Source: an optimization exercise on an open RTL-to-GDS flow (aim: small area). Production flows keep margins and buffers that such runs may drop. Function was checked by simulation only, so behaviour that the tests miss may differ from the original.

`flow/design.v`:
```
module motor1stab(clk, rst,
m1in, m2in, m3in, m4in, ch6ratio, ch3ratio,
m1ratio,m2ratio,m3ratio,m4ratio);
input [10:0] m1in, m2in, m3in, m4in,  ch6ratio, ch3ratio;
input clk,rst;
output [10:0] m1ratio,m2ratio,m3ratio,m4ratio;
localparam P0 = 3'b000,   
           P1 = 3'b001,   
           AA = 3'b010,   
           AB = 3'b011,   
           WF = 3'b100,   
           WS = 3'b101,   
           GB = 3'b110;   
localparam [16:0] LFSR_END = 17'h151ae;
reg [2:0] ph;
reg [16:0] lfsr;
reg sec2;
reg [10:0] a1, a2, a3, a4;    
reg [10:0] b1, b2, b3, b4;    
reg [10:0] r1, r2, r3, r4;    
wire first = (ph == WF);
wire [10:0] x1 = first ? a1 : b1;
wire [10:0] x2 = first ? a2 : b2;
wire neq = (m1in != x1) || (m2in != x2);
always @(posedge clk or negedge rst)
if (!rst) begin
	ph <= P0;
	lfsr <= 17'd0;
	sec2 <= 1'b0;
end else begin
	lfsr <= {lfsr[15:0], ~(lfsr[16] ^ lfsr[13])};
	if (lfsr == LFSR_END) sec2 <= 1'b1;
	case (ph)
	P0: ph <= P1;
	P1: ph <= WF;
	WF: ph <= (neq || sec2) ? GB : WS;
	WS: ph <= neq ? GB : WS;
	GB: ph <= AA;
	AA: ph <= AB;
	AB: ph <= WF;
	default: ph <= P0;
	endcase
end
wire cap_a = ph[2] | ~ph[1];    
wire adj   = ~ph[2] & ph[1];
always @(posedge clk) begin
	if (cap_a) begin
		a1 <= m1in; a2 <= m2in; a3 <= m3in; a4 <= m4in;
	end
	if (first) begin
		b1 <= a1; b2 <= a2; b3 <= a3; b4 <= a4;
	end
end
wire gt1, gt2, gt3, gt4;
wire [10:0] d1, d2, d3, d4;
wire [11:0] cp, cp3;
wire [4:0] w0, w1, w2, w3, w4;
wire t1 = ch6ratio[3] ^ ch6ratio[0];
wire t2 = ch6ratio[3] & ch6ratio[0];
wire t3 = ch6ratio[4] ^ ch6ratio[1] ^ t2;
wire t4 = (ch6ratio[4] & ch6ratio[1]) | (t2 & (ch6ratio[4] ^ ch6ratio[1]));
wire t5 = ch6ratio[5] ^ ch6ratio[2] ^ ch6ratio[0];
wire t6 = (ch6ratio[5] & ch6ratio[2]) | (ch6ratio[0] & (ch6ratio[5] ^ ch6ratio[2]));
wire t7 = t5 ^ t4;
wire t8 = t5 & t4;
wire t9 = ch6ratio[6] ^ ch6ratio[3] ^ ch6ratio[1];
wire t10 = (ch6ratio[6] & ch6ratio[3]) | (ch6ratio[1] & (ch6ratio[6] ^ ch6ratio[3]));
wire t11 = t6 ^ t9 ^ t8;
wire t12 = (t6 & t9) | (t8 & (t6 ^ t9));
wire t13 = ch6ratio[7] ^ ch6ratio[4] ^ ch6ratio[2];
wire t14 = (ch6ratio[7] & ch6ratio[4]) | (ch6ratio[2] & (ch6ratio[7] ^ ch6ratio[4]));
wire t15 = t10 ^ t13 ^ t12;
wire t16 = (t10 & t13) | (t12 & (t10 ^ t13));
wire t17 = ch6ratio[8] ^ ch6ratio[5] ^ ch6ratio[3];
wire t18 = (ch6ratio[8] & ch6ratio[5]) | (ch6ratio[3] & (ch6ratio[8] ^ ch6ratio[5]));
wire t19 = t14 ^ t17 ^ t16;
wire t20 = (t14 & t17) | (t16 & (t14 ^ t17));
wire t21 = ch6ratio[9] ^ ch6ratio[6] ^ ch6ratio[4];
wire t22 = (ch6ratio[9] & ch6ratio[6]) | (ch6ratio[4] & (ch6ratio[9] ^ ch6ratio[6]));
wire t23 = t18 ^ t21 ^ t20;
wire t24 = (t18 & t21) | (t20 & (t18 ^ t21));
wire t25 = ch6ratio[10] ^ ch6ratio[7] ^ ch6ratio[5];
wire t26 = (ch6ratio[10] & ch6ratio[7]) | (ch6ratio[5] & (ch6ratio[10] ^ ch6ratio[7]));
wire t27 = ch6ratio[0] ^ t22 ^ t25;
wire t28 = (ch6ratio[0] & t22) | (t25 & (ch6ratio[0] ^ t22));
wire t29 = t27 ^ t24;
wire t30 = t27 & t24;
wire t31 = ch6ratio[8] ^ ch6ratio[6] ^ ch6ratio[1];
wire t32 = t26 ^ t31 ^ t28;
wire t33 = t32 ^ t30;
wire t34 = ch6ratio[0] ^ ch6ratio[1];
wire t35 = ch6ratio[0] & ch6ratio[1];
wire t36 = ch6ratio[1] ^ ch6ratio[2] ^ t35;
wire t37 = (ch6ratio[1] & ch6ratio[2]) | (t35 & (ch6ratio[1] ^ ch6ratio[2]));
wire t38 = ch6ratio[2] ^ t1 ^ t37;
wire t39 = (ch6ratio[2] & t1) | (t37 & (ch6ratio[2] ^ t1));
wire t40 = t1 ^ t3 ^ t39;
wire t41 = (t1 & t3) | (t39 & (t1 ^ t3));
wire t42 = t3 ^ t7 ^ t41;
wire t43 = (t3 & t7) | (t41 & (t3 ^ t7));
wire t44 = t7 ^ t11 ^ t43;
wire t45 = (t7 & t11) | (t43 & (t7 ^ t11));
wire t46 = t11 ^ t15 ^ t45;
wire t47 = (t11 & t15) | (t45 & (t11 ^ t15));
wire t48 = t15 ^ t19 ^ t47;
wire t49 = (t15 & t19) | (t47 & (t15 ^ t19));
wire t50 = t19 ^ t23 ^ t49;
wire t51 = (t19 & t23) | (t49 & (t19 ^ t23));
wire t52 = t23 ^ t29 ^ t51;
wire t53 = (t23 & t29) | (t51 & (t23 ^ t29));
wire t54 = t29 ^ t33 ^ t53;
wire t55 = ~ch6ratio[5];
wire t56 = ~ch6ratio[10];
wire t57 = ch6ratio[0] ^ ch6ratio[7] ^ t56;
wire t58 = (ch6ratio[0] & ch6ratio[7]) | (t56 & (ch6ratio[0] ^ ch6ratio[7]));
wire t59 = ch6ratio[1] ^ t55 ^ ch6ratio[6];
wire t60 = (ch6ratio[1] & t55) | (ch6ratio[6] & (ch6ratio[1] ^ t55));
wire t61 = ~(ch6ratio[7] ^ ch6ratio[8]);
wire t62 = ch6ratio[7] | ch6ratio[8];
wire t63 = t58 ^ t59 ^ t61;
wire t64 = (t58 & t59) | (t61 & (t58 ^ t59));
wire t65 = ch6ratio[2] ^ ch6ratio[6] ^ ch6ratio[8];
wire t66 = (ch6ratio[2] & ch6ratio[6]) | (ch6ratio[8] & (ch6ratio[2] ^ ch6ratio[6]));
wire t67 = ~(ch6ratio[9] ^ t60);
wire t68 = ch6ratio[9] | t60;
wire t69 = t62 ^ t65 ^ t64;
wire t70 = (t62 & t65) | (t64 & (t62 ^ t65));
wire t71 = t67 ^ t69;
wire t72 = t67 & t69;
wire t73 = ch6ratio[3] ^ ch6ratio[6] ^ ch6ratio[9];
wire t74 = (ch6ratio[3] & ch6ratio[6]) | (ch6ratio[9] & (ch6ratio[3] ^ ch6ratio[6]));
wire t75 = t66 ^ t73 ^ t68;
wire t76 = (t66 & t73) | (t68 & (t66 ^ t73));
wire t77 = t70 ^ t75 ^ t72;
wire t78 = (t70 & t75) | (t72 & (t70 ^ t75));
wire t79 = ch6ratio[4] ^ t55 ^ t74;
wire t80 = (ch6ratio[4] & t55) | (t74 & (ch6ratio[4] ^ t55));
wire t81 = t79 ^ t76 ^ t78;
wire t82 = (t79 & t76) | (t78 & (t79 ^ t76));
wire t83 = t80 ^ t82;
wire t84 = t80 & t82;
wire t85 = t63 | t57;
wire t86 = t71 | t85;
wire t87 = t77 & t86;
wire t88 = t81 & t87;
wire t89 = t83 | t88;
wire t90 = t84 | t89;
wire t91 = t71 | t63;
wire t92 = t77 | t91;
wire t93 = t81 & t92;
wire t94 = t83 & t93;
wire t95 = t84 | t94;
wire t96 = t63 & t57;
wire t97 = t71 | t96;
wire t98 = t77 & t97;
wire t99 = t81 | t98;
wire t100 = t83 | t99;
wire t101 = t84 & t100;
wire t102 = (t90 & ~t95) | t101;
wire t103 = t90 & ~t101;
wire t104 = t95 & ~t101;
wire t105 = t102 ^ t57;
wire t106 = t102 & t57;
wire t107 = t103 ^ t63 ^ t106;
wire t108 = (t103 & t63) | (t106 & (t103 ^ t63));
wire t109 = t90 ^ t108 ^ t71;
wire t110 = (t90 & t108) | (t71 & (t90 ^ t108));
wire t111 = t104 ^ t77 ^ t110;
wire t112 = (t104 & t77) | (t110 & (t104 ^ t77));
wire t113 = t101 ^ t81 ^ t112;
wire t114 = t113 | (t111 & t109 & (t107 | t105 | 1'b0));
wire t115 = t114 & ~1'b0;
wire t116 = t114 & 1'b0;
wire t117 = t105 ^ t115;
wire t118 = t105 & t115;
wire t119 = t107 ^ t115 ^ t118;
wire t120 = (t107 & t115) | (t118 & (t107 ^ t115));
wire t121 = t116 | t120;
wire t122 = t109 ^ t121;
wire t123 = t109 & t121;
wire t124 = t111 ^ t123;
wire t125 = 1'b0 ^ t114;
wire t126 = t124 | (t122 & t119 & (t117 | t125 | 1'b0));
wire t127 = t126 & ~1'b0;
wire t128 = t126 & 1'b0;
wire t129 = t125 ^ t127;
wire t130 = t125 & t127;
wire t131 = t117 ^ t127 ^ t130;
wire t132 = (t117 & t127) | (t130 & (t117 ^ t127));
wire t133 = t128 | t132;
wire t134 = t119 ^ t133;
wire t135 = t119 & t133;
wire t136 = t122 ^ t135;
wire t137 = 1'b0 ^ t126;
wire t138 = t136 | (t134 & t131 & (t129 | t137 | 1'b0));
wire t139 = t138 & ~1'b0;
wire t140 = t138 & 1'b0;
wire t141 = t137 ^ t139;
wire t142 = t137 & t139;
wire t143 = t129 ^ t139 ^ t142;
wire t144 = (t129 & t139) | (t142 & (t129 ^ t139));
wire t145 = t140 | t144;
wire t146 = t131 ^ t145;
wire t147 = t131 & t145;
wire t148 = t134 ^ t147;
wire t149 = 1'b0 ^ t138;
wire t150 = t148 | (t146 & t143 & (t141 | t149 | 1'b0));
wire t151 = t150 & ~1'b0;
wire t152 = t150 & 1'b0;
wire t153 = t149 ^ t151;
wire t154 = t149 & t151;
wire t155 = t141 ^ t151 ^ t154;
wire t156 = (t141 & t151) | (t154 & (t141 ^ t151));
wire t157 = t152 | t156;
wire t158 = t143 ^ t157;
wire t159 = t143 & t157;
wire t160 = t146 ^ t159;
wire t161 = 1'b0 ^ t150;
wire t162 = a1[0] ^ a2[0] ^ a3[0];
wire t163 = (a1[0] & a2[0]) | (a3[0] & (a1[0] ^ a2[0]));
wire t164 = a4[0] ^ t162;
wire t165 = a4[0] & t162;
wire t166 = a1[1] ^ a2[1] ^ a3[1];
wire t167 = (a1[1] & a2[1]) | (a3[1] & (a1[1] ^ a2[1]));
wire t168 = a4[1] ^ t163 ^ t166;
wire t169 = (a4[1] & t163) | (t166 & (a4[1] ^ t163));
wire t170 = t165 ^ t168;
wire t171 = t165 & t168;
wire t172 = a1[2] ^ a2[2] ^ a3[2];
wire t173 = (a1[2] & a2[2]) | (a3[2] & (a1[2] ^ a2[2]));
wire t174 = a4[2] ^ t167 ^ t172;
wire t175 = (a4[2] & t167) | (t172 & (a4[2] ^ t167));
wire t176 = t169 ^ t174 ^ t171;
wire t177 = (t169 & t174) | (t171 & (t169 ^ t174));
wire t178 = a1[3] ^ a2[3] ^ a3[3];
wire t179 = (a1[3] & a2[3]) | (a3[3] & (a1[3] ^ a2[3]));
wire t180 = a4[3] ^ t173 ^ t178;
wire t181 = (a4[3] & t173) | (t178 & (a4[3] ^ t173));
wire t182 = t175 ^ t180 ^ t177;
wire t183 = (t175 & t180) | (t177 & (t175 ^ t180));
wire t184 = a1[4] ^ a2[4] ^ a3[4];
wire t185 = (a1[4] & a2[4]) | (a3[4] & (a1[4] ^ a2[4]));
wire t186 = a4[4] ^ t179 ^ t184;
wire t187 = (a4[4] & t179) | (t184 & (a4[4] ^ t179));
wire t188 = t181 ^ t186 ^ t183;
wire t189 = (t181 & t186) | (t183 & (t181 ^ t186));
wire t190 = a1[5] ^ a2[5] ^ a3[5];
wire t191 = (a1[5] & a2[5]) | (a3[5] & (a1[5] ^ a2[5]));
wire t192 = a4[5] ^ t185 ^ t190;
wire t193 = (a4[5] & t185) | (t190 & (a4[5] ^ t185));
wire t194 = t187 ^ t192 ^ t189;
wire t195 = (t187 & t192) | (t189 & (t187 ^ t192));
wire t196 = a1[6] ^ a2[6] ^ a3[6];
wire t197 = (a1[6] & a2[6]) | (a3[6] & (a1[6] ^ a2[6]));
wire t198 = a4[6] ^ t191 ^ t196;
wire t199 = (a4[6] & t191) | (t196 & (a4[6] ^ t191));
wire t200 = t193 ^ t198 ^ t195;
wire t201 = (t193 & t198) | (t195 & (t193 ^ t198));
wire t202 = a1[7] ^ a2[7] ^ a3[7];
wire t203 = (a1[7] & a2[7]) | (a3[7] & (a1[7] ^ a2[7]));
wire t204 = a4[7] ^ t197 ^ t202;
wire t205 = (a4[7] & t197) | (t202 & (a4[7] ^ t197));
wire t206 = t199 ^ t204 ^ t201;
wire t207 = (t199 & t204) | (t201 & (t199 ^ t204));
wire t208 = a1[8] ^ a2[8] ^ a3[8];
wire t209 = (a1[8] & a2[8]) | (a3[8] & (a1[8] ^ a2[8]));
wire t210 = a4[8] ^ t203 ^ t208;
wire t211 = (a4[8] & t203) | (t208 & (a4[8] ^ t203));
wire t212 = t205 ^ t210 ^ t207;
wire t213 = (t205 & t210) | (t207 & (t205 ^ t210));
wire t214 = a1[9] ^ a2[9] ^ a3[9];
wire t215 = (a1[9] & a2[9]) | (a3[9] & (a1[9] ^ a2[9]));
wire t216 = a4[9] ^ t209 ^ t214;
wire t217 = (a4[9] & t209) | (t214 & (a4[9] ^ t209));
wire t218 = t211 ^ t216 ^ t213;
wire t219 = (t211 & t216) | (t213 & (t211 ^ t216));
wire t220 = a1[10] ^ a2[10] ^ a3[10];
wire t221 = (a1[10] & a2[10]) | (a3[10] & (a1[10] ^ a2[10]));
wire t222 = a4[10] ^ t215 ^ t220;
wire t223 = (a4[10] & t215) | (t220 & (a4[10] ^ t215));
wire t224 = t217 ^ t222 ^ t219;
wire t225 = (t217 & t222) | (t219 & (t217 ^ t222));
wire t226 = t221 ^ t223 ^ t225;
wire t227 = (t221 & t223) | (t225 & (t221 ^ t223));
wire t228 = (a1[0] & ~t176) | (a1[0] & 1'b0) | (~t176 & 1'b0);
wire t229 = (a1[1] & ~t182) | (a1[1] & t228) | (~t182 & t228);
wire t230 = (a1[2] & ~t188) | (a1[2] & t229) | (~t188 & t229);
wire t231 = (a1[3] & ~t194) | (a1[3] & t230) | (~t194 & t230);
wire t232 = (a1[4] & ~t200) | (a1[4] & t231) | (~t200 & t231);
wire t233 = (a1[5] & ~t206) | (a1[5] & t232) | (~t206 & t232);
wire t234 = (a1[6] & ~t212) | (a1[6] & t233) | (~t212 & t233);
wire t235 = (a1[7] & ~t218) | (a1[7] & t234) | (~t218 & t234);
wire t236 = (a1[8] & ~t224) | (a1[8] & t235) | (~t224 & t235);
wire t237 = (a1[9] & ~t226) | (a1[9] & t236) | (~t226 & t236);
wire t238 = (a1[10] & ~t227) | (a1[10] & t237) | (~t227 & t237);
assign gt1 = t238;
wire t239 = (a2[0] & ~t176) | (a2[0] & 1'b0) | (~t176 & 1'b0);
wire t240 = (a2[1] & ~t182) | (a2[1] & t239) | (~t182 & t239);
wire t241 = (a2[2] & ~t188) | (a2[2] & t240) | (~t188 & t240);
wire t242 = (a2[3] & ~t194) | (a2[3] & t241) | (~t194 & t241);
wire t243 = (a2[4] & ~t200) | (a2[4] & t242) | (~t200 & t242);
wire t244 = (a2[5] & ~t206) | (a2[5] & t243) | (~t206 & t243);
wire t245 = (a2[6] & ~t212) | (a2[6] & t244) | (~t212 & t244);
wire t246 = (a2[7] & ~t218) | (a2[7] & t245) | (~t218 & t245);
wire t247 = (a2[8] & ~t224) | (a2[8] & t246) | (~t224 & t246);
wire t248 = (a2[9] & ~t226) | (a2[9] & t247) | (~t226 & t247);
wire t249 = (a2[10] & ~t227) | (a2[10] & t248) | (~t227 & t248);
assign gt2 = t249;
wire t250 = (a3[0] & ~t176) | (a3[0] & 1'b0) | (~t176 & 1'b0);
wire t251 = (a3[1] & ~t182) | (a3[1] & t250) | (~t182 & t250);
wire t252 = (a3[2] & ~t188) | (a3[2] & t251) | (~t188 & t251);
wire t253 = (a3[3] & ~t194) | (a3[3] & t252) | (~t194 & t252);
wire t254 = (a3[4] & ~t200) | (a3[4] & t253) | (~t200 & t253);
wire t255 = (a3[5] & ~t206) | (a3[5] & t254) | (~t206 & t254);
wire t256 = (a3[6] & ~t212) | (a3[6] & t255) | (~t212 & t255);
wire t257 = (a3[7] & ~t218) | (a3[7] & t256) | (~t218 & t256);
wire t258 = (a3[8] & ~t224) | (a3[8] & t257) | (~t224 & t257);
wire t259 = (a3[9] & ~t226) | (a3[9] & t258) | (~t226 & t258);
wire t260 = (a3[10] & ~t227) | (a3[10] & t259) | (~t227 & t259);
assign gt3 = t260;
wire t261 = (a4[0] & ~t176) | (a4[0] & 1'b0) | (~t176 & 1'b0);
wire t262 = (a4[1] & ~t182) | (a4[1] & t261) | (~t182 & t261);
wire t263 = (a4[2] & ~t188) | (a4[2] & t262) | (~t188 & t262);
wire t264 = (a4[3] & ~t194) | (a4[3] & t263) | (~t194 & t263);
wire t265 = (a4[4] & ~t200) | (a4[4] & t264) | (~t200 & t264);
wire t266 = (a4[5] & ~t206) | (a4[5] & t265) | (~t206 & t265);
wire t267 = (a4[6] & ~t212) | (a4[6] & t266) | (~t212 & t266);
wire t268 = (a4[7] & ~t218) | (a4[7] & t267) | (~t218 & t267);
wire t269 = (a4[8] & ~t224) | (a4[8] & t268) | (~t224 & t268);
wire t270 = (a4[9] & ~t226) | (a4[9] & t269) | (~t226 & t269);
wire t271 = (a4[10] & ~t227) | (a4[10] & t270) | (~t227 & t270);
assign gt4 = t271;
wire t272 = ~a1[0];
wire t273 = ~a1[1];
wire t274 = ~a1[2];
wire t275 = ~a1[3];
wire t276 = ~a1[4];
wire t277 = ~a1[5];
wire t278 = ~a1[6];
wire t279 = ~a1[7];
wire t280 = ~a1[8];
wire t281 = ~a1[9];
wire t282 = ~a1[10];
wire t283 = ~(b1[0] ^ t272);
wire t284 = b1[0] | t272;
wire t285 = b1[1] ^ t273 ^ t284;
wire t286 = (b1[1] & t273) | (t284 & (b1[1] ^ t273));
wire t287 = b1[2] ^ t274 ^ t286;
wire t288 = (b1[2] & t274) | (t286 & (b1[2] ^ t274));
wire t289 = b1[3] ^ t275 ^ t288;
wire t290 = (b1[3] & t275) | (t288 & (b1[3] ^ t275));
wire t291 = b1[4] ^ t276 ^ t290;
wire t292 = (b1[4] & t276) | (t290 & (b1[4] ^ t276));
wire t293 = b1[5] ^ t277 ^ t292;
wire t294 = (b1[5] & t277) | (t292 & (b1[5] ^ t277));
wire t295 = b1[6] ^ t278 ^ t294;
wire t296 = (b1[6] & t278) | (t294 & (b1[6] ^ t278));
wire t297 = b1[7] ^ t279 ^ t296;
wire t298 = (b1[7] & t279) | (t296 & (b1[7] ^ t279));
wire t299 = b1[8] ^ t280 ^ t298;
wire t300 = (b1[8] & t280) | (t298 & (b1[8] ^ t280));
wire t301 = b1[9] ^ t281 ^ t300;
wire t302 = (b1[9] & t281) | (t300 & (b1[9] ^ t281));
wire t303 = b1[10] ^ t282 ^ t302;
assign d1 = {t303, t301, t299, t297, t295, t293, t291, t289, t287, t285, t283};
wire t304 = ~a2[0];
wire t305 = ~a2[1];
wire t306 = ~a2[2];
wire t307 = ~a2[3];
wire t308 = ~a2[4];
wire t309 = ~a2[5];
wire t310 = ~a2[6];
wire t311 = ~a2[7];
wire t312 = ~a2[8];
wire t313 = ~a2[9];
wire t314 = ~a2[10];
wire t315 = ~(b2[0] ^ t304);
wire t316 = b2[0] | t304;
wire t317 = b2[1] ^ t305 ^ t316;
wire t318 = (b2[1] & t305) | (t316 & (b2[1] ^ t305));
wire t319 = b2[2] ^ t306 ^ t318;
wire t320 = (b2[2] & t306) | (t318 & (b2[2] ^ t306));
wire t321 = b2[3] ^ t307 ^ t320;
wire t322 = (b2[3] & t307) | (t320 & (b2[3] ^ t307));
wire t323 = b2[4] ^ t308 ^ t322;
wire t324 = (b2[4] & t308) | (t322 & (b2[4] ^ t308));
wire t325 = b2[5] ^ t309 ^ t324;
wire t326 = (b2[5] & t309) | (t324 & (b2[5] ^ t309));
wire t327 = b2[6] ^ t310 ^ t326;
wire t328 = (b2[6] & t310) | (t326 & (b2[6] ^ t310));
wire t329 = b2[7] ^ t311 ^ t328;
wire t330 = (b2[7] & t311) | (t328 & (b2[7] ^ t311));
wire t331 = b2[8] ^ t312 ^ t330;
wire t332 = (b2[8] & t312) | (t330 & (b2[8] ^ t312));
wire t333 = b2[9] ^ t313 ^ t332;
wire t334 = (b2[9] & t313) | (t332 & (b2[9] ^ t313));
wire t335 = b2[10] ^ t314 ^ t334;
assign d2 = {t335, t333, t331, t329, t327, t325, t323, t321, t319, t317, t315};
wire t336 = ~a3[0];
wire t337 = ~a3[1];
wire t338 = ~a3[2];
wire t339 = ~a3[3];
wire t340 = ~a3[4];
wire t341 = ~a3[5];
wire t342 = ~a3[6];
wire t343 = ~a3[7];
wire t344 = ~a3[8];
wire t345 = ~a3[9];
wire t346 = ~a3[10];
wire t347 = ~(b3[0] ^ t336);
wire t348 = b3[0] | t336;
wire t349 = b3[1] ^ t337 ^ t348;
wire t350 = (b3[1] & t337) | (t348 & (b3[1] ^ t337));
wire t351 = b3[2] ^ t338 ^ t350;
wire t352 = (b3[2] & t338) | (t350 & (b3[2] ^ t338));
wire t353 = b3[3] ^ t339 ^ t352;
wire t354 = (b3[3] & t339) | (t352 & (b3[3] ^ t339));
wire t355 = b3[4] ^ t340 ^ t354;
wire t356 = (b3[4] & t340) | (t354 & (b3[4] ^ t340));
wire t357 = b3[5] ^ t341 ^ t356;
wire t358 = (b3[5] & t341) | (t356 & (b3[5] ^ t341));
wire t359 = b3[6] ^ t342 ^ t358;
wire t360 = (b3[6] & t342) | (t358 & (b3[6] ^ t342));
wire t361 = b3[7] ^ t343 ^ t360;
wire t362 = (b3[7] & t343) | (t360 & (b3[7] ^ t343));
wire t363 = b3[8] ^ t344 ^ t362;
wire t364 = (b3[8] & t344) | (t362 & (b3[8] ^ t344));
wire t365 = b3[9] ^ t345 ^ t364;
wire t366 = (b3[9] & t345) | (t364 & (b3[9] ^ t345));
wire t367 = b3[10] ^ t346 ^ t366;
assign d3 = {t367, t365, t363, t361, t359, t357, t355, t353, t351, t349, t347};
wire t368 = ~a4[0];
wire t369 = ~a4[1];
wire t370 = ~a4[2];
wire t371 = ~a4[3];
wire t372 = ~a4[4];
wire t373 = ~a4[5];
wire t374 = ~a4[6];
wire t375 = ~a4[7];
wire t376 = ~a4[8];
wire t377 = ~a4[9];
wire t378 = ~a4[10];
wire t379 = ~(b4[0] ^ t368);
wire t380 = b4[0] | t368;
wire t381 = b4[1] ^ t369 ^ t380;
wire t382 = (b4[1] & t369) | (t380 & (b4[1] ^ t369));
wire t383 = b4[2] ^ t370 ^ t382;
wire t384 = (b4[2] & t370) | (t382 & (b4[2] ^ t370));
wire t385 = b4[3] ^ t371 ^ t384;
wire t386 = (b4[3] & t371) | (t384 & (b4[3] ^ t371));
wire t387 = b4[4] ^ t372 ^ t386;
wire t388 = (b4[4] & t372) | (t386 & (b4[4] ^ t372));
wire t389 = b4[5] ^ t373 ^ t388;
wire t390 = (b4[5] & t373) | (t388 & (b4[5] ^ t373));
wire t391 = b4[6] ^ t374 ^ t390;
wire t392 = (b4[6] & t374) | (t390 & (b4[6] ^ t374));
wire t393 = b4[7] ^ t375 ^ t392;
wire t394 = (b4[7] & t375) | (t392 & (b4[7] ^ t375));
wire t395 = b4[8] ^ t376 ^ t394;
wire t396 = (b4[8] & t376) | (t394 & (b4[8] ^ t376));
wire t397 = b4[9] ^ t377 ^ t396;
wire t398 = (b4[9] & t377) | (t396 & (b4[9] ^ t377));
wire t399 = b4[10] ^ t378 ^ t398;
assign d4 = {t399, t397, t395, t393, t391, t389, t387, t385, t383, t381, t379};
assign cp = {t33, t29, t23, t19, t15, t11, t7, t3, t1, ch6ratio[2], ch6ratio[1], ch6ratio[0]};
assign cp3 = {t54, t52, t50, t48, t46, t44, t42, t40, t38, t36, t34, ch6ratio[0]};
assign w0 = {t113, t111, t109, t107, t105};
assign w1 = {t124, t122, t119, t117, t125};
assign w2 = {t136, t134, t131, t129, t137};
assign w3 = {t148, t146, t143, t141, t149};
assign w4 = {t160, t158, t155, t153, t161};
wire act1 = gt1 & (|d1);
wire act2 = gt2 & (|d2);
wire act3 = gt3 & (|d3);
wire act4 = gt4 & (|d4);
wire s12 = act1 & act2;
wire [10:0] u1d = act1 ? d1 : d2;
wire [10:0] u2d = s12 ? d2 : d3;
wire [10:0] u3d = act4 ? d4 : d3;
wire [10:0] u1m = act1 ? m1in : m2in;
wire [10:0] u2m = s12 ? m2in : m3in;
wire [10:0] u3m = act4 ? m4in : m3in;
wire [10:0] u1o, u2o, u3o;
dunit u1 (.d(u1d), .m(u1m), .cp(cp), .cp3(cp3), .w0(w0), .w1(w1), .w2(w2), .w3(w3), .w4(w4), .c0(ch6ratio[0]), .o(u1o));
dunit u2 (.d(u2d), .m(u2m), .cp(cp), .cp3(cp3), .w0(w0), .w1(w1), .w2(w2), .w3(w3), .w4(w4), .c0(ch6ratio[0]), .o(u2o));
dunit u3 (.d(u3d), .m(u3m), .cp(cp), .cp3(cp3), .w0(w0), .w1(w1), .w2(w2), .w3(w3), .w4(w4), .c0(ch6ratio[0]), .o(u3o));
wire [10:0] o1 = u1o;
wire [10:0] o2 = act1 ? u2o : u1o;
wire [10:0] o3 = s12 ? u3o : u2o;
wire [10:0] o4 = u3o;
wire off = ch3ratio < 11'd50;
wire [10:0] n1 = off ? 11'd0 : act1 ? o1 : m1in;
wire [10:0] n2 = off ? 11'd0 : act2 ? o2 : m2in;
wire [10:0] n3 = off ? 11'd0 : act3 ? o3 : m3in;
wire [10:0] n4 = off ? 11'd0 : act4 ? o4 : m4in;
assign m1ratio = adj ? n1 : r1;
assign m2ratio = adj ? n2 : r2;
assign m3ratio = adj ? n3 : r3;
assign m4ratio = adj ? n4 : r4;
always @(posedge clk or negedge rst)
if (!rst) begin
	r1 <= 11'd0; r2 <= 11'd0; r3 <= 11'd0; r4 <= 11'd0;
end else begin
	r1 <= m1ratio; r2 <= m2ratio; r3 <= m3ratio; r4 <= m4ratio;
end
endmodule
module dunit(d, m, cp, cp3, w0, w1, w2, w3, w4, c0, o);
input [10:0] d;
input [10:0] m;
input [11:0] cp;
input [11:0] cp3;
input [4:0] w0;
input [4:0] w1;
input [4:0] w2;
input [4:0] w3;
input [4:0] w4;
input [0:0] c0;
output [10:0] o;
wire n1 = ~d[5];
wire n2 = ~d[10];
wire n3 = d[0] ^ d[7] ^ n2;
wire n4 = (d[0] & d[7]) | (n2 & (d[0] ^ d[7]));
wire n5 = d[1] ^ n1 ^ d[6];
wire n6 = (d[1] & n1) | (d[6] & (d[1] ^ n1));
wire n7 = ~(d[7] ^ d[8]);
wire n8 = d[7] | d[8];
wire n9 = n4 ^ n5 ^ n7;
wire n10 = (n4 & n5) | (n7 & (n4 ^ n5));
wire n11 = d[2] ^ d[6] ^ d[8];
wire n12 = (d[2] & d[6]) | (d[8] & (d[2] ^ d[6]));
wire n13 = ~(d[9] ^ n6);
wire n14 = d[9] | n6;
wire n15 = n8 ^ n11 ^ n10;
wire n16 = (n8 & n11) | (n10 & (n8 ^ n11));
wire n17 = n13 ^ n15;
wire n18 = n13 & n15;
wire n19 = d[3] ^ d[6] ^ d[9];
wire n20 = (d[3] & d[6]) | (d[9] & (d[3] ^ d[6]));
wire n21 = n12 ^ n19 ^ n14;
wire n22 = (n12 & n19) | (n14 & (n12 ^ n19));
wire n23 = n16 ^ n21 ^ n18;
wire n24 = (n16 & n21) | (n18 & (n16 ^ n21));
wire n25 = d[4] ^ n1 ^ n20;
wire n26 = (d[4] & n1) | (n20 & (d[4] ^ n1));
wire n27 = n25 ^ n22 ^ n24;
wire n28 = (n25 & n22) | (n24 & (n25 ^ n22));
wire n29 = n26 ^ n28;
wire n30 = n26 & n28;
wire n31 = n9 | n3;
wire n32 = n17 | n31;
wire n33 = n23 & n32;
wire n34 = n27 & n33;
wire n35 = n29 | n34;
wire n36 = n30 | n35;
wire n37 = n17 | n9;
wire n38 = n23 | n37;
wire n39 = n27 & n38;
wire n40 = n29 & n39;
wire n41 = n30 | n40;
wire n42 = n9 & n3;
wire n43 = n17 | n42;
wire n44 = n23 & n43;
wire n45 = n27 | n44;
wire n46 = n29 | n45;
wire n47 = n30 & n46;
wire n48 = (n36 & ~n41) | n47;
wire n49 = n36 & ~n47;
wire n50 = n41 & ~n47;
wire n51 = n48 ^ n3;
wire n52 = n48 & n3;
wire n53 = n49 ^ n9 ^ n52;
wire n54 = (n49 & n9) | (n52 & (n49 ^ n9));
wire n55 = n36 ^ n54 ^ n17;
wire n56 = (n36 & n54) | (n17 & (n36 ^ n54));
wire n57 = n50 ^ n23 ^ n56;
wire n58 = (n50 & n23) | (n56 & (n50 ^ n23));
wire n59 = n47 ^ n27 ^ n58;
wire n60 = n51 & w0[0];
wire n61 = n51 & w0[1];
wire n62 = n51 & w0[2];
wire n63 = n51 & w0[3];
wire n64 = n51 & w0[4];
wire n65 = n53 & w1[0];
wire n66 = n53 & w1[1];
wire n67 = n53 & w1[2];
wire n68 = n53 & w1[3];
wire n69 = n53 & w1[4];
wire n70 = n55 & w2[0];
wire n71 = n55 & w2[1];
wire n72 = n55 & w2[2];
wire n73 = n55 & w2[3];
wire n74 = n55 & w2[4];
wire n75 = n57 & w3[0];
wire n76 = n57 & w3[1];
wire n77 = n57 & w3[2];
wire n78 = n57 & w3[3];
wire n79 = n57 & w3[4];
wire n80 = n59 & w4[0];
wire n81 = n59 & w4[1];
wire n82 = n59 & w4[2];
wire n83 = n59 & w4[3];
wire n84 = n59 & w4[4];
wire n85 = n60 ^ n65 ^ n70;
wire n86 = (n60 & n65) | (n70 & (n60 ^ n65));
wire n87 = n75 ^ n80 ^ n85;
wire n88 = (n75 & n80) | (n85 & (n75 ^ n80));
wire n89 = n61 ^ n66 ^ n71;
wire n90 = (n61 & n66) | (n71 & (n61 ^ n66));
wire n91 = n76 ^ n81 ^ n86;
wire n92 = (n76 & n81) | (n86 & (n76 ^ n81));
wire n93 = n89 ^ n88 ^ n91;
wire n94 = (n89 & n88) | (n91 & (n89 ^ n88));
wire n95 = n62 ^ n67 ^ n72;
wire n96 = (n62 & n67) | (n72 & (n62 ^ n67));
wire n97 = n77 ^ n82 ^ n90;
wire n98 = (n77 & n82) | (n90 & (n77 ^ n82));
wire n99 = n95 ^ n92 ^ n97;
wire n100 = (n95 & n92) | (n97 & (n95 ^ n92));
wire n101 = n94 ^ n99;
wire n102 = n94 & n99;
wire n103 = n63 ^ n68 ^ n73;
wire n104 = (n63 & n68) | (n73 & (n63 ^ n68));
wire n105 = n78 ^ n83 ^ n96;
wire n106 = (n78 & n83) | (n96 & (n78 ^ n83));
wire n107 = n103 ^ n98 ^ n105;
wire n108 = (n103 & n98) | (n105 & (n103 ^ n98));
wire n109 = n100 ^ n107 ^ n102;
wire n110 = (n100 & n107) | (n102 & (n100 ^ n107));
wire n111 = n64 ^ n69 ^ n74;
wire n112 = (n64 & n69) | (n74 & (n64 ^ n69));
wire n113 = n79 ^ n84 ^ n104;
wire n114 = (n79 & n84) | (n104 & (n79 ^ n84));
wire n115 = n111 ^ n106 ^ n113;
wire n116 = (n111 & n106) | (n113 & (n111 ^ n106));
wire n117 = n108 ^ n115 ^ n110;
wire n118 = (n108 & n115) | (n110 & (n108 ^ n115));
wire n119 = n112 ^ n114 ^ n116;
wire n120 = (n112 & n114) | (n116 & (n112 ^ n114));
wire n121 = n119 ^ n118;
wire n122 = n119 & n118;
wire n123 = n120 ^ n122;
wire n124 = n93 | n87;
wire n125 = n101 | n124;
wire n126 = n109 & n125;
wire n127 = n117 & n126;
wire n128 = n121 | n127;
wire n129 = n123 | n128;
wire n130 = n101 | n93;
wire n131 = n109 | n130;
wire n132 = n117 & n131;
wire n133 = n121 & n132;
wire n134 = n123 | n133;
wire n135 = n93 & n87;
wire n136 = n101 | n135;
wire n137 = n109 & n136;
wire n138 = n117 | n137;
wire n139 = n121 | n138;
wire n140 = n123 & n139;
wire n141 = (n129 & ~n134) | n140;
wire n142 = n129 & ~n140;
wire n143 = n134 & ~n140;
wire n144 = n141 ^ n87;
wire n145 = n141 & n87;
wire n146 = n142 ^ n93 ^ n145;
wire n147 = (n142 & n93) | (n145 & (n142 ^ n93));
wire n148 = n129 ^ n101 ^ n147;
wire n149 = (n129 & n101) | (n147 & (n129 ^ n101));
wire n150 = n143 ^ n109 ^ n149;
wire n151 = (n143 & n109) | (n149 & (n143 ^ n109));
wire n152 = n140 ^ n117 ^ n151;
wire n153 = (d[0] & c0) ^ n144;
wire n154 = (1'b0 & ~d[0] & ~d[1] & ~d[2]) | (~1'b0 & d[0] & ~d[1] & ~d[2]) | (1'b0 & ~d[0] & d[1] & d[2]) | (~1'b0 & d[0] & d[1] & d[2]);
wire n155 = (1'b0 & d[0] & ~d[1] & ~d[2]) | (~1'b0 & ~d[0] & d[1] & ~d[2]) | (1'b0 & d[0] & ~d[1] & d[2]) | (~1'b0 & ~d[0] & d[1] & d[2]);
wire n156 = (1'b0 & ~d[0] & d[1] & ~d[2]) | (~1'b0 & d[0] & d[1] & ~d[2]) | (1'b0 & ~d[0] & ~d[1] & d[2]) | (~1'b0 & d[0] & ~d[1] & d[2]);
wire n157 = (1'b0 & d[0] & d[1] & ~d[2]) | (~1'b0 & ~d[0] & ~d[1] & d[2]);
wire n158 = (1'b0 & ~d[0] & ~d[1] & ~d[2]) | (~1'b0 & d[0] & ~d[1] & ~d[2]) | (1'b0 & d[0] & ~d[1] & ~d[2]) | (~1'b0 & ~d[0] & d[1] & ~d[2]) | (1'b0 & ~d[0] & d[1] & ~d[2]) | (~1'b0 & d[0] & d[1] & ~d[2]) | (1'b0 & d[0] & d[1] & ~d[2]);
wire n159 = (d[2] & ~d[3] & ~d[4] & ~d[5]) | (~d[2] & d[3] & ~d[4] & ~d[5]) | (d[2] & ~d[3] & d[4] & d[5]) | (~d[2] & d[3] & d[4] & d[5]);
wire n160 = (d[2] & d[3] & ~d[4] & ~d[5]) | (~d[2] & ~d[3] & d[4] & ~d[5]) | (d[2] & d[3] & ~d[4] & d[5]) | (~d[2] & ~d[3] & d[4] & d[5]);
wire n161 = (d[2] & ~d[3] & d[4] & ~d[5]) | (~d[2] & d[3] & d[4] & ~d[5]) | (d[2] & ~d[3] & ~d[4] & d[5]) | (~d[2] & d[3] & ~d[4] & d[5]);
wire n162 = (d[2] & d[3] & d[4] & ~d[5]) | (~d[2] & ~d[3] & ~d[4] & d[5]);
wire n163 = (d[2] & ~d[3] & ~d[4] & ~d[5]) | (~d[2] & d[3] & ~d[4] & ~d[5]) | (d[2] & d[3] & ~d[4] & ~d[5]) | (~d[2] & ~d[3] & d[4] & ~d[5]) | (d[2] & ~d[3] & d[4] & ~d[5]) | (~d[2] & d[3] & d[4] & ~d[5]) | (d[2] & d[3] & d[4] & ~d[5]);
wire n164 = (d[5] & ~d[6] & ~d[7] & ~d[8]) | (~d[5] & d[6] & ~d[7] & ~d[8]) | (d[5] & ~d[6] & d[7] & d[8]) | (~d[5] & d[6] & d[7] & d[8]);
wire n165 = (d[5] & d[6] & ~d[7] & ~d[8]) | (~d[5] & ~d[6] & d[7] & ~d[8]) | (d[5] & d[6] & ~d[7] & d[8]) | (~d[5] & ~d[6] & d[7] & d[8]);
wire n166 = (d[5] & ~d[6] & d[7] & ~d[8]) | (~d[5] & d[6] & d[7] & ~d[8]) | (d[5] & ~d[6] & ~d[7] & d[8]) | (~d[5] & d[6] & ~d[7] & d[8]);
wire n167 = (d[5] & d[6] & d[7] & ~d[8]) | (~d[5] & ~d[6] & ~d[7] & d[8]);
wire n168 = (d[5] & ~d[6] & ~d[7] & ~d[8]) | (~d[5] & d[6] & ~d[7] & ~d[8]) | (d[5] & d[6] & ~d[7] & ~d[8]) | (~d[5] & ~d[6] & d[7] & ~d[8]) | (d[5] & ~d[6] & d[7] & ~d[8]) | (~d[5] & d[6] & d[7] & ~d[8]) | (d[5] & d[6] & d[7] & ~d[8]);
wire n169 = (d[8] & ~d[9] & ~d[10] & ~1'b0) | (~d[8] & d[9] & ~d[10] & ~1'b0) | (d[8] & ~d[9] & d[10] & 1'b0) | (~d[8] & d[9] & d[10] & 1'b0);
wire n170 = (d[8] & d[9] & ~d[10] & ~1'b0) | (~d[8] & ~d[9] & d[10] & ~1'b0) | (d[8] & d[9] & ~d[10] & 1'b0) | (~d[8] & ~d[9] & d[10] & 1'b0);
wire n171 = (d[8] & ~d[9] & d[10] & ~1'b0) | (~d[8] & d[9] & d[10] & ~1'b0) | (d[8] & ~d[9] & ~d[10] & 1'b0) | (~d[8] & d[9] & ~d[10] & 1'b0);
wire n172 = (d[8] & d[9] & d[10] & ~1'b0) | (~d[8] & ~d[9] & ~d[10] & 1'b0);
wire n173 = (d[8] & ~d[9] & ~d[10] & ~1'b0) | (~d[8] & d[9] & ~d[10] & ~1'b0) | (d[8] & d[9] & ~d[10] & ~1'b0) | (~d[8] & ~d[9] & d[10] & ~1'b0) | (d[8] & ~d[9] & d[10] & ~1'b0) | (~d[8] & d[9] & d[10] & ~1'b0) | (d[8] & d[9] & d[10] & ~1'b0);
wire n174 = ((n154 & cp[0]) | (n156 & cp3[0])) ^ n158;
wire n175 = ((n154 & cp[1]) | (n155 & cp[0]) | (n156 & cp3[1])) ^ n158;
wire n176 = ((n154 & cp[2]) | (n155 & cp[1]) | (n156 & cp3[2]) | (n157 & cp[0])) ^ n158;
wire n177 = ((n154 & cp[3]) | (n155 & cp[2]) | (n156 & cp3[3]) | (n157 & cp[1])) ^ n158;
wire n178 = ((n154 & cp[4]) | (n155 & cp[3]) | (n156 & cp3[4]) | (n157 & cp[2])) ^ n158;
wire n179 = ((n154 & cp[5]) | (n155 & cp[4]) | (n156 & cp3[5]) | (n157 & cp[3])) ^ n158;
wire n180 = ((n154 & cp[6]) | (n155 & cp[5]) | (n156 & cp3[6]) | (n157 & cp[4])) ^ n158;
wire n181 = ((n154 & cp[7]) | (n155 & cp[6]) | (n156 & cp3[7]) | (n157 & cp[5])) ^ n158;
wire n182 = ((n154 & cp[8]) | (n155 & cp[7]) | (n156 & cp3[8]) | (n157 & cp[6])) ^ n158;
wire n183 = ((n154 & cp[9]) | (n155 & cp[8]) | (n156 & cp3[9]) | (n157 & cp[7])) ^ n158;
wire n184 = ((n154 & cp[10]) | (n155 & cp[9]) | (n156 & cp3[10]) | (n157 & cp[8])) ^ n158;
wire n185 = ((n154 & cp[11]) | (n155 & cp[10]) | (n156 & cp3[11]) | (n157 & cp[9])) ^ n158;
wire n186 = ((n159 & cp[0]) | (n161 & cp3[0])) ^ n163;
wire n187 = ((n159 & cp[1]) | (n160 & cp[0]) | (n161 & cp3[1])) ^ n163;
wire n188 = ((n159 & cp[2]) | (n160 & cp[1]) | (n161 & cp3[2]) | (n162 & cp[0])) ^ n163;
wire n189 = ((n159 & cp[3]) | (n160 & cp[2]) | (n161 & cp3[3]) | (n162 & cp[1])) ^ n163;
wire n190 = ((n159 & cp[4]) | (n160 & cp[3]) | (n161 & cp3[4]) | (n162 & cp[2])) ^ n163;
wire n191 = ((n159 & cp[5]) | (n160 & cp[4]) | (n161 & cp3[5]) | (n162 & cp[3])) ^ n163;
wire n192 = ((n159 & cp[6]) | (n160 & cp[5]) | (n161 & cp3[6]) | (n162 & cp[4])) ^ n163;
wire n193 = ((n159 & cp[7]) | (n160 & cp[6]) | (n161 & cp3[7]) | (n162 & cp[5])) ^ n163;
wire n194 = ((n159 & cp[8]) | (n160 & cp[7]) | (n161 & cp3[8]) | (n162 & cp[6])) ^ n163;
wire n195 = ((n164 & cp[0]) | (n166 & cp3[0])) ^ n168;
wire n196 = ((n164 & cp[1]) | (n165 & cp[0]) | (n166 & cp3[1])) ^ n168;
wire n197 = ((n164 & cp[2]) | (n165 & cp[1]) | (n166 & cp3[2]) | (n167 & cp[0])) ^ n168;
wire n198 = ((n164 & cp[3]) | (n165 & cp[2]) | (n166 & cp3[3]) | (n167 & cp[1])) ^ n168;
wire n199 = ((n164 & cp[4]) | (n165 & cp[3]) | (n166 & cp3[4]) | (n167 & cp[2])) ^ n168;
wire n200 = ((n164 & cp[5]) | (n165 & cp[4]) | (n166 & cp3[5]) | (n167 & cp[3])) ^ n168;
wire n201 = ((n169 & cp[0]) | (n171 & cp3[0])) ^ n173;
wire n202 = ((n169 & cp[1]) | (n170 & cp[0]) | (n171 & cp3[1])) ^ n173;
wire n203 = ((n169 & cp[2]) | (n170 & cp[1]) | (n171 & cp3[2]) | (n172 & cp[0])) ^ n173;
wire n204 = n153 ^ n174 ^ n158;
wire n205 = (n153 & n174) | (n158 & (n153 ^ n174));
wire n206 = n204 ^ n144;
wire n207 = n204 & n144;
wire n208 = m[0] ^ n175 ^ n205;
wire n209 = (m[0] & n175) | (n205 & (m[0] ^ n175));
wire n210 = n208 ^ n146 ^ n207;
wire n211 = (n208 & n146) | (n207 & (n208 ^ n146));
wire n212 = m[1] ^ n176 ^ n209;
wire n213 = (m[1] & n176) | (n209 & (m[1] ^ n176));
wire n214 = n212 ^ n148 ^ n211;
wire n215 = (n212 & n148) | (n211 & (n212 ^ n148));
wire n216 = m[2] ^ n177 ^ n186;
wire n217 = (m[2] & n177) | (n186 & (m[2] ^ n177));
wire n218 = n163 ^ n216 ^ n144;
wire n219 = (n163 & n216) | (n144 & (n163 ^ n216));
wire n220 = n213 ^ n218 ^ n150;
wire n221 = (n213 & n218) | (n150 & (n213 ^ n218));
wire n222 = n215 ^ n220;
wire n223 = n215 & n220;
wire n224 = m[3] ^ n178 ^ n187;
wire n225 = (m[3] & n178) | (n187 & (m[3] ^ n178));
wire n226 = n217 ^ n224 ^ n146;
wire n227 = (n217 & n224) | (n146 & (n217 ^ n224));
wire n228 = n219 ^ n226 ^ n152;
wire n229 = (n219 & n226) | (n152 & (n219 ^ n226));
wire n230 = n221 ^ n223 ^ n228;
wire n231 = (n221 & n223) | (n228 & (n221 ^ n223));
wire n232 = m[4] ^ n179 ^ n188;
wire n233 = (m[4] & n179) | (n188 & (m[4] ^ n179));
wire n234 = n225 ^ n232 ^ n144;
wire n235 = (n225 & n232) | (n144 & (n225 ^ n232));
wire n236 = n234 ^ n148 ^ n227;
wire n237 = (n234 & n148) | (n227 & (n234 ^ n148));
wire n238 = n236 ^ n229 ^ n231;
wire n239 = (n236 & n229) | (n231 & (n236 ^ n229));
wire n240 = m[5] ^ n180 ^ n189;
wire n241 = (m[5] & n180) | (n189 & (m[5] ^ n180));
wire n242 = n195 ^ n168 ^ n233;
wire n243 = (n195 & n168) | (n233 & (n195 ^ n168));
wire n244 = n240 ^ n242 ^ n146;
wire n245 = (n240 & n242) | (n146 & (n240 ^ n242));
wire n246 = n235 ^ n244 ^ n150;
wire n247 = (n235 & n244) | (n150 & (n235 ^ n244));
wire n248 = n237 ^ n246 ^ n239;
wire n249 = (n237 & n246) | (n239 & (n237 ^ n246));
wire n250 = m[6] ^ n181 ^ n190;
wire n251 = (m[6] & n181) | (n190 & (m[6] ^ n181));
wire n252 = n196 ^ n241 ^ n250;
wire n253 = (n196 & n241) | (n250 & (n196 ^ n241));
wire n254 = n243 ^ n252 ^ n148;
wire n255 = (n243 & n252) | (n148 & (n243 ^ n252));
wire n256 = n245 ^ n254 ^ n152;
wire n257 = (n245 & n254) | (n152 & (n245 ^ n254));
wire n258 = n247 ^ n256 ^ n249;
wire n259 = (n247 & n256) | (n249 & (n247 ^ n256));
wire n260 = m[7] ^ n182 ^ n191;
wire n261 = (m[7] & n182) | (n191 & (m[7] ^ n182));
wire n262 = n197 ^ n251 ^ n260;
wire n263 = (n197 & n251) | (n260 & (n197 ^ n251));
wire n264 = n253 ^ n262 ^ n150;
wire n265 = (n253 & n262) | (n150 & (n253 ^ n262));
wire n266 = n255 ^ n264 ^ n257;
wire n267 = (n255 & n264) | (n257 & (n255 ^ n264));
wire n268 = n266 ^ n259;
wire n269 = n266 & n259;
wire n270 = m[8] ^ n183 ^ n192;
wire n271 = (m[8] & n183) | (n192 & (m[8] ^ n183));
wire n272 = n198 ^ n201 ^ n173;
wire n273 = (n198 & n201) | (n173 & (n198 ^ n201));
wire n274 = n261 ^ n270 ^ n272;
wire n275 = (n261 & n270) | (n272 & (n261 ^ n270));
wire n276 = n263 ^ n274 ^ n152;
wire n277 = (n263 & n274) | (n152 & (n263 ^ n274));
wire n278 = n265 ^ n276 ^ n267;
wire n279 = (n265 & n276) | (n267 & (n265 ^ n276));
wire n280 = n278 ^ n269;
wire n281 = n278 & n269;
wire n282 = m[9] ^ n184 ^ n193;
wire n283 = (m[9] & n184) | (n193 & (m[9] ^ n184));
wire n284 = n199 ^ n202 ^ n271;
wire n285 = (n199 & n202) | (n271 & (n199 ^ n202));
wire n286 = n273 ^ n282 ^ n275;
wire n287 = (n273 & n282) | (n275 & (n273 ^ n282));
wire n288 = n284 ^ n144 ^ n286;
wire n289 = (n284 & n144) | (n286 & (n284 ^ n144));
wire n290 = n288 ^ n277 ^ n279;
wire n291 = (n288 & n277) | (n279 & (n288 ^ n277));
wire n292 = n290 ^ n281;
wire n293 = n290 & n281;
wire n294 = m[10] ^ n153 ^ n185;
wire n295 = n194 ^ n200 ^ n203;
wire n296 = n283 ^ n294 ^ n295;
wire n297 = n285 ^ n296 ^ n287;
wire n298 = n146 ^ n289 ^ n297;
wire n299 = n298 ^ n291 ^ n293;
assign o = {n299, n292, n280, n268, n258, n248, n238, n230, n222, n214, n210};
endmodule
```
`flow/flow/run.sh`:
```
#!/bin/bash
# Own layout flow: the standard layout (standard.sh) with four changes:
#  - synthesis runs synth_recipe.tcl with its synth wrapper replaced by
#    flow/synth_proc.tcl: the full/half adders are extracted before synth's
#    abc -fast instead of after it (same passes otherwise, same registers);
#  - the logic is mapped with an area-oriented ABC script (flow/abc_area.script,
#    used as ORFS's abc_area.script with ABC_AREA=1);
#  - the port buffers are sky130_fd_sc_hd__buf_1 cells;
#  - clock tree: clkbuf_16 at the root, clkbuf_4/clkbuf_8 below it, no dummy loads.
# Each step's output goes to its own log file in this folder.
set -euo pipefail
here=$(pwd)
rm -rf "$here/scripts_local"
cp -r "$FLOW_HOME/scripts" "$here/scripts_local"
cp "$here/flow/abc_area.script" "$here/scripts_local/abc_area.script"
first='proc synth {args} { yosys synth -nofsm -noshare {*}$args }'
if [[ "$(head -1 synth_recipe.tcl)" != "$first" ]]; then
  echo "synth_recipe.tcl does not start with the expected synth wrapper" >&2
  exit 1
fi
{ cat "$here/flow/synth_proc.tcl"; tail -n +2 synth_recipe.tcl; } > "$here/own_synth.tcl"
bash standard.sh SCRIPTS_DIR="$here/scripts_local" ABC_AREA=1 SYNTH_SCRIPT="$here/own_synth.tcl" synth > "$here/flow_synth.log" 2>&1
export BUFFER_PORTS_ARGS="-buffer_cell sky130_fd_sc_hd__buf_1"
export CTS_ARGS="-sink_clustering_enable -repair_clock_nets -sink_clustering_size 30 -root_buf sky130_fd_sc_hd__clkbuf_16 -buf_list {sky130_fd_sc_hd__clkbuf_4 sky130_fd_sc_hd__clkbuf_8} -dont_use_dummy_load"
bash standard.sh finish > "$here/flow_finish.log" 2>&1
```
`flow/flow/abc_area.script`:
```
strash
dch -f
map -a
topo
```
`flow/flow/synth_proc.tcl`:
```
# Replaces the first line of synth_recipe.tcl (its synth wrapper). Same synth -nofsm
# -noshare, except that the fine stage extracts the full and half adders (as ORFS's
# synth.tcl does later) before synth's own abc -fast, so that the adder structure of
# the RTL reaches the adder cells. Registers are not touched by this step.
proc synth {args} {
  set i [lsearch -exact $args "fine:"]
  if { $i > 0 && [lindex $args [expr {$i - 1}]] == "-run" } {
    # the fine stage of synth, with the full adders extracted before abc -fast
    set rest [lreplace $args [expr {$i - 1}] $i]
    set top [lindex $rest [expr {[lsearch -exact $rest "-top"] + 1}]]
    set extra {}
    set j [lsearch -exact $rest "-extra-map"]
    if { $j >= 0 } { set extra [list -map [lindex $rest [expr {$j + 1}]]] }
    yosys opt -fast -full
    yosys memory_map
    yosys opt -full
    yosys techmap -map +/techmap.v {*}$extra
    yosys opt -fast
    yosys extract_fa
    yosys techmap -map $::env(ADDER_MAP_FILE)
    yosys techmap
    yosys opt -fast
    yosys abc -fast
    yosys opt -fast
    yosys synth -nofsm -noshare -run check: {*}$rest
  } else {
    yosys synth -nofsm -noshare {*}$args
  }
}
```
`flow/standard.sh`:
```
#!/bin/bash
# synth_recipe.tcl (not shown) runs the flow's synth.tcl, then flattens the netlist and writes it again
# the make line also repeats each setting of config.mk as NAME=value (left out here)
make -C /OpenROAD-flow-scripts/flow DESIGN_CONFIG=/design/flow/config.mk WORK_HOME=/design/flow/orfs CLKGATE_MAP_FILE= SYNTH_SCRIPT=/design/flow/synth_recipe.tcl "${@:-finish}"
```
`flow/config.mk`:
```
export PLATFORM = sky130hd
export DESIGN_NAME = motor1stab
export DESIGN_NICKNAME = motor1stab
export VERILOG_FILES = /design/flow/design.v
export SDC_FILE = /design/flow/constraint.sdc
export NUM_CORES = 4
export LEC_CHECK = 0
export CAP_MARGIN = 20
export CORE_MARGIN = 2
export CORE_UTILIZATION = 75
export CTS_BUF_LIST = sky130_fd_sc_hd__clkbuf_8
export CTS_CLUSTER_SIZE = 30
export SLEW_MARGIN = 20
```
`flow/constraint.sdc`:
```
create_clock -name core_clock -period 40.0 [get_ports {clk}]
set_input_delay 8.0000 -clock core_clock [delete_from_list [all_inputs] [get_ports {clk}]]
set_output_delay 8.0000 -clock core_clock [all_outputs]
set_load 0.01 [all_outputs]
```
==> reports/qor.yml <==
outcome: "complete, no violations"
grt_pass1_vias: 17700
fin_crit_sh: 0.952
dp_hpwl_um: 47800
viasPerCell: 6.61
start_util: 0.763
grt_pass1_wl_um: 93400
fin_nets: 2689
clk_pin_slew_ns: 0.10
drc: 0
cp_max_fo: 21
synth_area_sq_mm: 0.0192
synth_cell_types: 40
numCtsBuffers: 17
synthCells: 2085
antenna_found_initial: 2
cts_setup_buffers: 0
synth_mux_area_frac: 0.000586
synthArstFlopShare: 0.425
chipWidth_um: 164
cp.arrival_ns: 30.08
yosysSeqAreaShare: 0.211
die_h_um: 164
num_vias: 16900
dieArea_sq_mm: 0.0269
ys.flop_type: "edfxtp_1"
hold-worst-slack_ns: 0.364
io_buffers: 110
ys_warn_count: 1
worst_slew_pin_slew_ns: 1.11
synth_enable_flop_cells: 66
synth_xor_area_frac: 0.0775
synth_top_family_by_area: "adder cells"
largest_reg_flops: 17
insertion_delay_ns: 0.39
cts_tree: "built"
critPathMaxStageDelay_ns: 0.57
ys_ff_latch: 153
hold_path_depth: 0
crit_top_cell: "fa_1"
reg2regPathDepth: 69
first_pass_iters: 6
slew_violations: 0
rrSetupSlack_ns: 15.56
fmax_ghz: 0.0263
drt-total-wl_um: 60600
grt_max_degree: 66
finalCriticalPeriod_ns: 38.08
coreArea_sq_mm: 0.0252
final-setup-viol-count: 0
grtUsageTotal: 0.469
final_layout_size_suffix_gt1_frac: 0.0264
synth.avg_cell_area_sq_um: 9.22
worstPathRequired_ns: 32.00
pin_count: 112
finalHoldViolations: 0
place_congestion: 1.03
slew_headroom: 0.252
worst-setup-path-type: "input port to output pin"
cts_hold_buf: 0
num_rows: 58
cp-end-kind: "output pin"
syn_to_final_growth_pct: 6.54
worstSetupStartpointType: "input port"
cts_num_sinks: 153
regMostFlops: "lfsr"
critPathSlowestCell: "fa_1"
overflow: 0
synth_compound_area_frac: 0.142
final_area_sq_mm: 0.0205
ant_nets: 0
setup-tns-final_ns: 0
placed_cell_area_sq_mm: 0.0202
drt_iter0_drc: 2063
final_cell_mix: "fa_1 (324), clkinv_1 (315), nor2_1 (282)"
synthAdderAreaFrac: 0.387
final_common_cell: "fa_1"
hp-class: "register to register"
worst_clock_skew_ns: 0.0402
wire_per_inst_um: 23.6
cts_max_path_buffers: 2
synthSimpleGateAreaFrac: 0.120
cts_root_buffer: "clkbuf_16"
nFillCells: 1602
ctsResizeCount: 0
synth_nets: 2540
rsz0062_at_grt: "no"
h-tree-depth: 4
cap_violations: 0
per-layer routing:
layer	vias to the layer above	part of all wire	GRT usage
li1	7195	-	-
met1	8095	0.33	0.547
met5	-	0	0
met4	0	0.080	0.319
met2	1252	0.47	0.756
met3	402	0.11	0.134
kinds of logic after synthesis:
| family | count (synthesis) |
|---|---|
| flip-flops | 153 |
| AND/OR/NAND/NOR | 581 |
| AO/OA/AOI/OAI | 461 |
| buffers and inverters | 316 |
| adder cells (fa/ha/maj) | 403 |
| XOR/XNOR | 170 |
| multiplexers | 1 |
cell usage after synthesis (10+ instances only):
cell / count / area share
a21oi_1: 92 / 0.024
a221oi_1: 26 / 0.012
a22oi_1: 44 / 0.017
clkinv_1: 316 / 0.062
dfrtp_1: 65 / 0.085
dfxtp_1: 22 / 0.023
edfxtp_1: 66 / 0.10
fa_1: 324 / 0.34
ha_1: 63 / 0.041
maj3_1: 16 / 0.0083
nand2_1: 229 / 0.045
nand3_1: 29 / 0.0076
nand4_1: 13 / 0.0042
nor2_1: 284 / 0.055
o21ai_0: 217 / 0.057
o221ai_1: 10 / 0.0046
o22ai_1: 21 / 0.0068
xnor2_1: 59 / 0.027
xor2_1: 111 / 0.051
critical path, delay by kind of cell:
kind,cells,cell delay [ns]
compound gates,8,1.86
xor+xnor,7,2.27
fa+ha+maj,41,14.62
buf+inv,10,1.69
simple gates,8,1.63
final timing paths:
kind | startpoint | to
min in group asynchronous | rst | lfsr[14]
max reg2reg | a1[1] | r3[10]
max in group asynchronous | rst | r3[10]
min reg2reg | lfsr[4] | lfsr[5]
min | lfsr[4] | lfsr[5]
max | ch6ratio[1] | m3ratio[10]
through the flow:
stage                     cells  setup slack [ns]  utilization
final                      2564              1.92        0.813
after global routing       2562             0.951        0.813
after CTS                  2562              2.02        0.813
after floorplan            2085              5.15            -
after detailed placement   2545              2.06        0.803
after global placement     2545              2.53        0.803
cell type report:
class | instances | area [sq um] | area share
tap | 330 | 413 | 0.0202
multi-input combinational | 1616 | 14000 | 0.684
timing repair buffer | 130 | 564 | 0.0276
inverter | 316 | 1190 | 0.0579
sequential | 153 | 4050 | 0.198
antenna | 2 | 5.00 | 0.000244
clock buffer | 17 | 245 | 0.0120

-- re-timing with driven ports --
Ports are ideal in the flow. The routed layout listed here was re-timed in OpenROAD. Step 1 (the two cells are an assumption about what drives the block):
set clk [get_ports {clk}]
set_driving_cell -lib_cell sky130_fd_sc_hd__clkbuf_16 $clk
set_driving_cell -lib_cell sky130_fd_sc_hd__buf_2 [delete_from_list [all_inputs] $clk]
Step 2 adds t to the input delays and takes it off the output delays; t is the mean of the earliest and latest rising clock arrival at the registers after step 1. Input paths then give back, and output paths get back, about the clock's delay inside the block. a / b / c = ideal / step 1 / step 2; a / b = the first two.
shift t [ns]: 0.413
setup slack, ns: 1.921 / 1.894 / 1.894
worst register clock-pin slew, ns: 0.10 / 0.10
worst data-port slew with drivers (ns): 0.05
pins driven straight from the clock port: 1
After both steps this run still meets setup and hold. For this run, drivers alone change the setup slack by -0.027 ns; drivers and shift together by -0.027 ns.
